From an optimization exercise on the open Yosys and OpenROAD flow, aimed at small area, a short achievable clock period and few clock cycles per item; shortcuts taken in it are not production practice. Where RTL was checked, it was by simulation tests only, not by an equivalence proof against the original.

the reference run:
==> flow/design.v (excerpt) <==
module geofence ( clk,reset,X,Y,valid,is_inside);
    input clk;
    input reset;
    input [9:0] X;
    input [9:0] Y;
    output valid;
    output is_inside;
    reg [3:0] cnt;           
    reg [9:0] ox, oy;        
    reg wsx, wsy, rsx, rsy, lsx, lsy;
    reg [9:0] wmx, wmy, rmx, rmy, lmx, lmy;
    reg wzx, wzy, rzx, rzy, lzx, lzy;
    reg full;
    wire signed [10:0] dx = $signed({1'b0, X}) - $signed({1'b0, ox});
    wire signed [10:0] dy = $signed({1'b0, Y}) - $signed({1'b0, oy});
    wire [9:0] ax = dx[10] ? -dx[9:0] : dx[9:0];
    wire [9:0] ay = dy[10] ? -dy[9:0] : dy[9:0];
    wire r_s1 = rsx ^ wsy, r_s2 = rsy ^ wsx;
    wire l_s1 = lsx ^ wsy, l_s2 = lsy ^ wsx;
    wire r_z = (rzx | wzy) & (rzy | wzx);
    wire l_z = (lzx | wzy) & (lzy | wzx);
    wire dr_cin = !r_s1;
    wire dl_cin = !l_s1;
  ...
make LEC_CHECK=0 CAP_MARGIN=20 CORE_MARGIN=2 CORE_UTILIZATION=40 SETUP_SLACK_MARGIN=5 SLEW_MARGIN=20 finish   # period 11.0 ns
run.sh (not shown) runs the stock make flow with config.mk's settings and CLKGATE_MAP_FILE= SYNTH_SCRIPT=/design/flow/synth_recipe.tcl, a recipe that flattens the netlist after the stock synthesis.
Testbench counts of the reference run, summed over its fixed seeds: cycles 20,369, items 2,400.
Changes in the trial run relative to the reference run:
--- a/flow/design.v
+++ b/flow/design.v
@@ -1,21 +1,26 @@
 module geofence ( clk,reset,X,Y,valid,is_inside);
     input clk;
     input reset;
     input [9:0] X;
     input [9:0] Y;
-    output valid;
-    output is_inside;
+    output reg valid;
+    output reg is_inside;
     reg [3:0] cnt;           
     reg [9:0] ox, oy;        
-    reg wsx, wsy, rsx, rsy, lsx, lsy;
-    reg [9:0] wmx, wmy, rmx, rmy, lmx, lmy;
-    reg wzx, wzy, rzx, rzy, lzx, lzy;
+    reg wsx, wsy, wzx, wzy;
+    reg [9:0] wmx, wmy;
+    reg [23:0] wp, rq, lq;
+    reg ld_rq, ld_lq;
     reg full;
+    wire rsx, rsy, lsx, lsy, rzx, rzy, lzx, lzy;
+    wire [9:0] rmx, rmy, lmx, lmy;
+    assign {rsx, rmx, rzx, rsy, rmy, rzy} = ld_rq ? wp : rq;
+    assign {lsx, lmx, lzx, lsy, lmy, lzy} = ld_lq ? wp : lq;
     wire signed [10:0] dx = $signed({1'b0, X}) - $signed({1'b0, ox});
     wire signed [10:0] dy = $signed({1'b0, Y}) - $signed({1'b0, oy});
     wire [9:0] ax = dx[10] ? -dx[9:0] : dx[9:0];
     wire [9:0] ay = dy[10] ? -dy[9:0] : dy[9:0];
     wire r_s1 = rsx ^ wsy, r_s2 = rsy ^ wsx;
     wire l_s1 = lsx ^ wsy, l_s2 = lsy ^ wsx;
     wire r_z = (rzx | wzy) & (rzy | wzx);
     wire l_z = (lzx | wzy) & (lzy | wzx);
@@ -397,44 +402,42 @@
     wire cr_zero = (r_s1 == r_s2) ? dr_zero : r_z;
     wire cl_zero = (l_s1 == l_s2) ? dl_zero : l_z;
     wire cr_pos = !cr_neg && !cr_zero;
     wire cl_pos = !cl_neg && !cl_zero;
     wire w_zero = wzx && wzy;
     wire w_opp = ((wsx != rsx) && !wzx) || ((wsy != rsy) && !wzy);
     wire first = (cnt == 4'd2);
     wire step = (cnt >= 4'd3) && (cnt <= 4'd7);
-    wire set_l = !cl_neg;
-    wire set_r = cr_neg;
-    reg f_wz, f_step, f_cln, f_crn, f_clz, f_crz, f_opp;
-    wire to_full = f_wz
-                 || (f_step && !f_cln && (f_crn || f_crz) && !(f_clz && f_crz && !f_opp));
-    wire full_now = (cnt == 4'd3) ? to_full : (full || to_full);
-    assign valid = (cnt == 4'd8) || ((cnt == 4'd6 || cnt == 4'd7) && full_now);
-    assign is_inside = full_now;
+    wire set_l = !cl_neg && !cr_neg;
+    wire set_r = cr_neg && cl_neg;
+    wire to_full = w_zero
+                 || (cl_pos && !cr_pos)
+                 || (cr_neg && !cl_neg)
+                 || (cr_zero && cl_zero && w_opp);
     always @(posedge clk or posedge reset) begin
-        if (reset)
+        if (reset) begin
             cnt <= 4'd0;
-        else
+            valid <= 1'b0;
+        end else begin
             cnt <= valid ? 4'd0 : cnt + 4'd1;
+            valid <= !valid && ((cnt == 4'd7) || ((cnt == 4'd5 || cnt == 4'd6) && (full || to_full)));
+        end
     end
     always @(posedge clk) begin
         if (cnt == 4'd0) begin
             ox <= X;
             oy <= Y;
         end
         wsx <= dx[10]; wmx <= ax; wzx <= (dx == 11'sd0);
         wsy <= dy[10]; wmy <= ay; wzy <= (dy == 11'sd0);
-        if (first || (step && set_r)) begin
-            rsx <= wsx; rmx <= wmx; rzx <= wzx;
-            rsy <= wsy; rmy <= wmy; rzy <= wzy;
-        end
-        if (first || (step && set_l)) begin
-            lsx <= wsx; lmx <= wmx; lzx <= wzx;
-            lsy <= wsy; lmy <= wmy; lzy <= wzy;
-        end
-        f_wz <= w_zero; f_step <= step;
-        f_cln <= cl_neg; f_crn <= cr_neg;
-        f_clz <= cl_zero; f_crz <= cr_zero;
-        f_opp <= w_opp;
-        full <= full_now;
+        wp <= {wsx, wmx, wzx, wsy, wmy, wzy};
+        rq <= {rsx, rmx, rzx, rsy, rmy, rzy};
+        lq <= {lsx, lmx, lzx, lsy, lmy, lzy};
+        ld_rq <= first || (step && set_r);
+        ld_lq <= first || (step && set_l);
+        if (first)
+            full <= w_zero;
+        else if (step)
+            full <= full || to_full;
+        is_inside <= full || to_full;
     end
 endmodule
## What came out
The critical path depth reported for the trial run is greater than that of the reference run by about 10%. Delta (the trial run minus the reference run): setup slack at placement shrank by 290 ps, antenna violation net count after detailed routing held steady, combined area of all synthesized cells grew by 720 sq um, cell area after layout grew by about 6.6%.
Testbench counts of the trial run, summed over its fixed seeds: cycles 20,369, items 2,400.

========
geofence, a different RTL version from the one above (not shown whole).
Settings: LEC_CHECK=0, CAP_MARGIN=20, CORE_MARGIN=2, CORE_UTILIZATION=40, SETUP_SLACK_MARGIN=5, SLEW_MARGIN=20, TNS_END_PERCENT=0; clock period 11.0 ns.
Change:
--- a/flow/design.v
+++ b/flow/design.v
@@ -4,16 +4,21 @@
     input [9:0] X;
     input [9:0] Y;
     output valid;
     output is_inside;
     reg [3:0] cnt;           
     reg [9:0] ox, oy;        
-    reg wsx, wsy, rsx, rsy, lsx, lsy;
-    reg [9:0] wmx, wmy, rmx, rmy, lmx, lmy;
-    reg wzx, wzy, rzx, rzy, lzx, lzy;
+    reg wsx, wsy, wzx, wzy;
+    reg [9:0] wmx, wmy;
+    reg [23:0] wp, rq, lq;
+    reg ld_rq, ld_lq;
     reg full;
+    wire rsx, rsy, lsx, lsy, rzx, rzy, lzx, lzy;
+    wire [9:0] rmx, rmy, lmx, lmy;
+    assign {rsx, rmx, rzx, rsy, rmy, rzy} = ld_rq ? wp : rq;
+    assign {lsx, lmx, lzx, lsy, lmy, lzy} = ld_lq ? wp : lq;
     wire signed [10:0] dx = $signed({1'b0, X}) - $signed({1'b0, ox});
     wire signed [10:0] dy = $signed({1'b0, Y}) - $signed({1'b0, oy});
     wire [9:0] ax = dx[10] ? -dx[9:0] : dx[9:0];
     wire [9:0] ay = dy[10] ? -dy[9:0] : dy[9:0];
     wire r_s1 = rsx ^ wsy, r_s2 = rsy ^ wsx;
     wire l_s1 = lsx ^ wsy, l_s2 = lsy ^ wsx;
@@ -401,16 +406,12 @@
     wire w_zero = wzx && wzy;
     wire w_opp = ((wsx != rsx) && !wzx) || ((wsy != rsy) && !wzy);
     wire first = (cnt == 4'd2);
     wire step = (cnt >= 4'd3) && (cnt <= 4'd7);
     wire set_l = !cl_neg;
     wire set_r = cr_neg;
-    wire r_eq = step && (r_s1 == r_s2);
-    wire l_eq = step && (l_s1 == l_s2);
-    wire ld_r = r_eq ? (dr_sgn ^ r_s1) : (first || (step && r_s1 && !r_z));
-    wire ld_l = l_eq ? !(dl_sgn ^ l_s1) : (first || (step && !(l_s1 && !l_z)));
     reg f_wz, f_step, f_cln, f_crn, f_clz, f_crz, f_opp;
     wire to_full = f_wz
                  || (f_step && !f_cln && (f_crn || f_crz) && !(f_clz && f_crz && !f_opp));
     wire full_now = (cnt == 4'd3) ? to_full : (full || to_full);
     assign valid = (cnt == 4'd8) || ((cnt == 4'd6 || cnt == 4'd7) && full_now);
     assign is_inside = full_now;
@@ -424,20 +425,17 @@
         if (cnt == 4'd0) begin
             ox <= X;
             oy <= Y;
         end
         wsx <= dx[10]; wmx <= ax; wzx <= (dx == 11'sd0);
         wsy <= dy[10]; wmy <= ay; wzy <= (dy == 11'sd0);
-        if (ld_r) begin
-            rsx <= wsx; rmx <= wmx; rzx <= wzx;
-            rsy <= wsy; rmy <= wmy; rzy <= wzy;
-        end
-        if (ld_l) begin
-            lsx <= wsx; lmx <= wmx; lzx <= wzx;
-            lsy <= wsy; lmy <= wmy; lzy <= wzy;
-        end
+        wp <= {wsx, wmx, wzx, wsy, wmy, wzy};
+        rq <= {rsx, rmx, rzx, rsy, rmy, rzy};
+        lq <= {lsx, lmx, lzx, lsy, lmy, lzy};
+        ld_rq <= first || (step && set_r);
+        ld_lq <= first || (step && set_l);
         f_wz <= w_zero; f_step <= step;
         f_cln <= cl_neg; f_crn <= cr_neg;
         f_clz <= cl_zero; f_crz <= cr_zero;
         f_opp <= w_opp;
         full <= full_now;
     end
The changed run completed without violations.
Synthesized cell count increases by 4.5%.
Fmax barely changes.
Clock skew stays flat.
Area after synthesis rose by 2.6%.
Cell count went up by 3.6%.
Worst setup slack gets better by 3.4 ps.
Global-route usage increases by 1.6 points.
Utilization climbs by 0.96 points.
Register-to-register slack is about the same.
Hold slack degrades by 24 ps.
Flip-flop and latch count came out higher by 26.
Testbench counts after the change, summed over its fixed seeds: cycles 20,369, items 2,400.
Only the layout flow was run in the first run of this note; the RTL was not checked for function there.

==> port drivers added, routing unchanged <==
In the flow no input, the clock included, has a driving cell. The finished layouts below were timed again as built, in two steps. Step 1 (the two cells are an assumption about what drives the block):
set clk [get_ports {clk}]
set_driving_cell -lib_cell sky130_fd_sc_hd__clkbuf_16 $clk
set_driving_cell -lib_cell sky130_fd_sc_hd__buf_2 [delete_from_list [all_inputs] $clk]
Step 2 also shifts input and output timing later by t, the mid clock arrival at the registers, as if the neighbouring blocks saw the same clock. Three values: ideal, step 1, step 2; two values: the first two.
| run | t (ns) | setup slack, ns | cell pins on the clock port's net |
|---|---|---|---|
| the reference run | 0.381 | 4.931 / 4.931 / 4.931 | 1 |
| the trial run | 0.459 | 4.549 / 4.549 / 4.549 | 1 |
| the first run of note 2 | 0.398 | 4.943 / 4.943 / 4.943 | 1 |
| the second run of note 2 | 0.476 | 4.946 / 4.946 / 4.946 | 1 |
After both steps setup and hold are still met in every run listed.
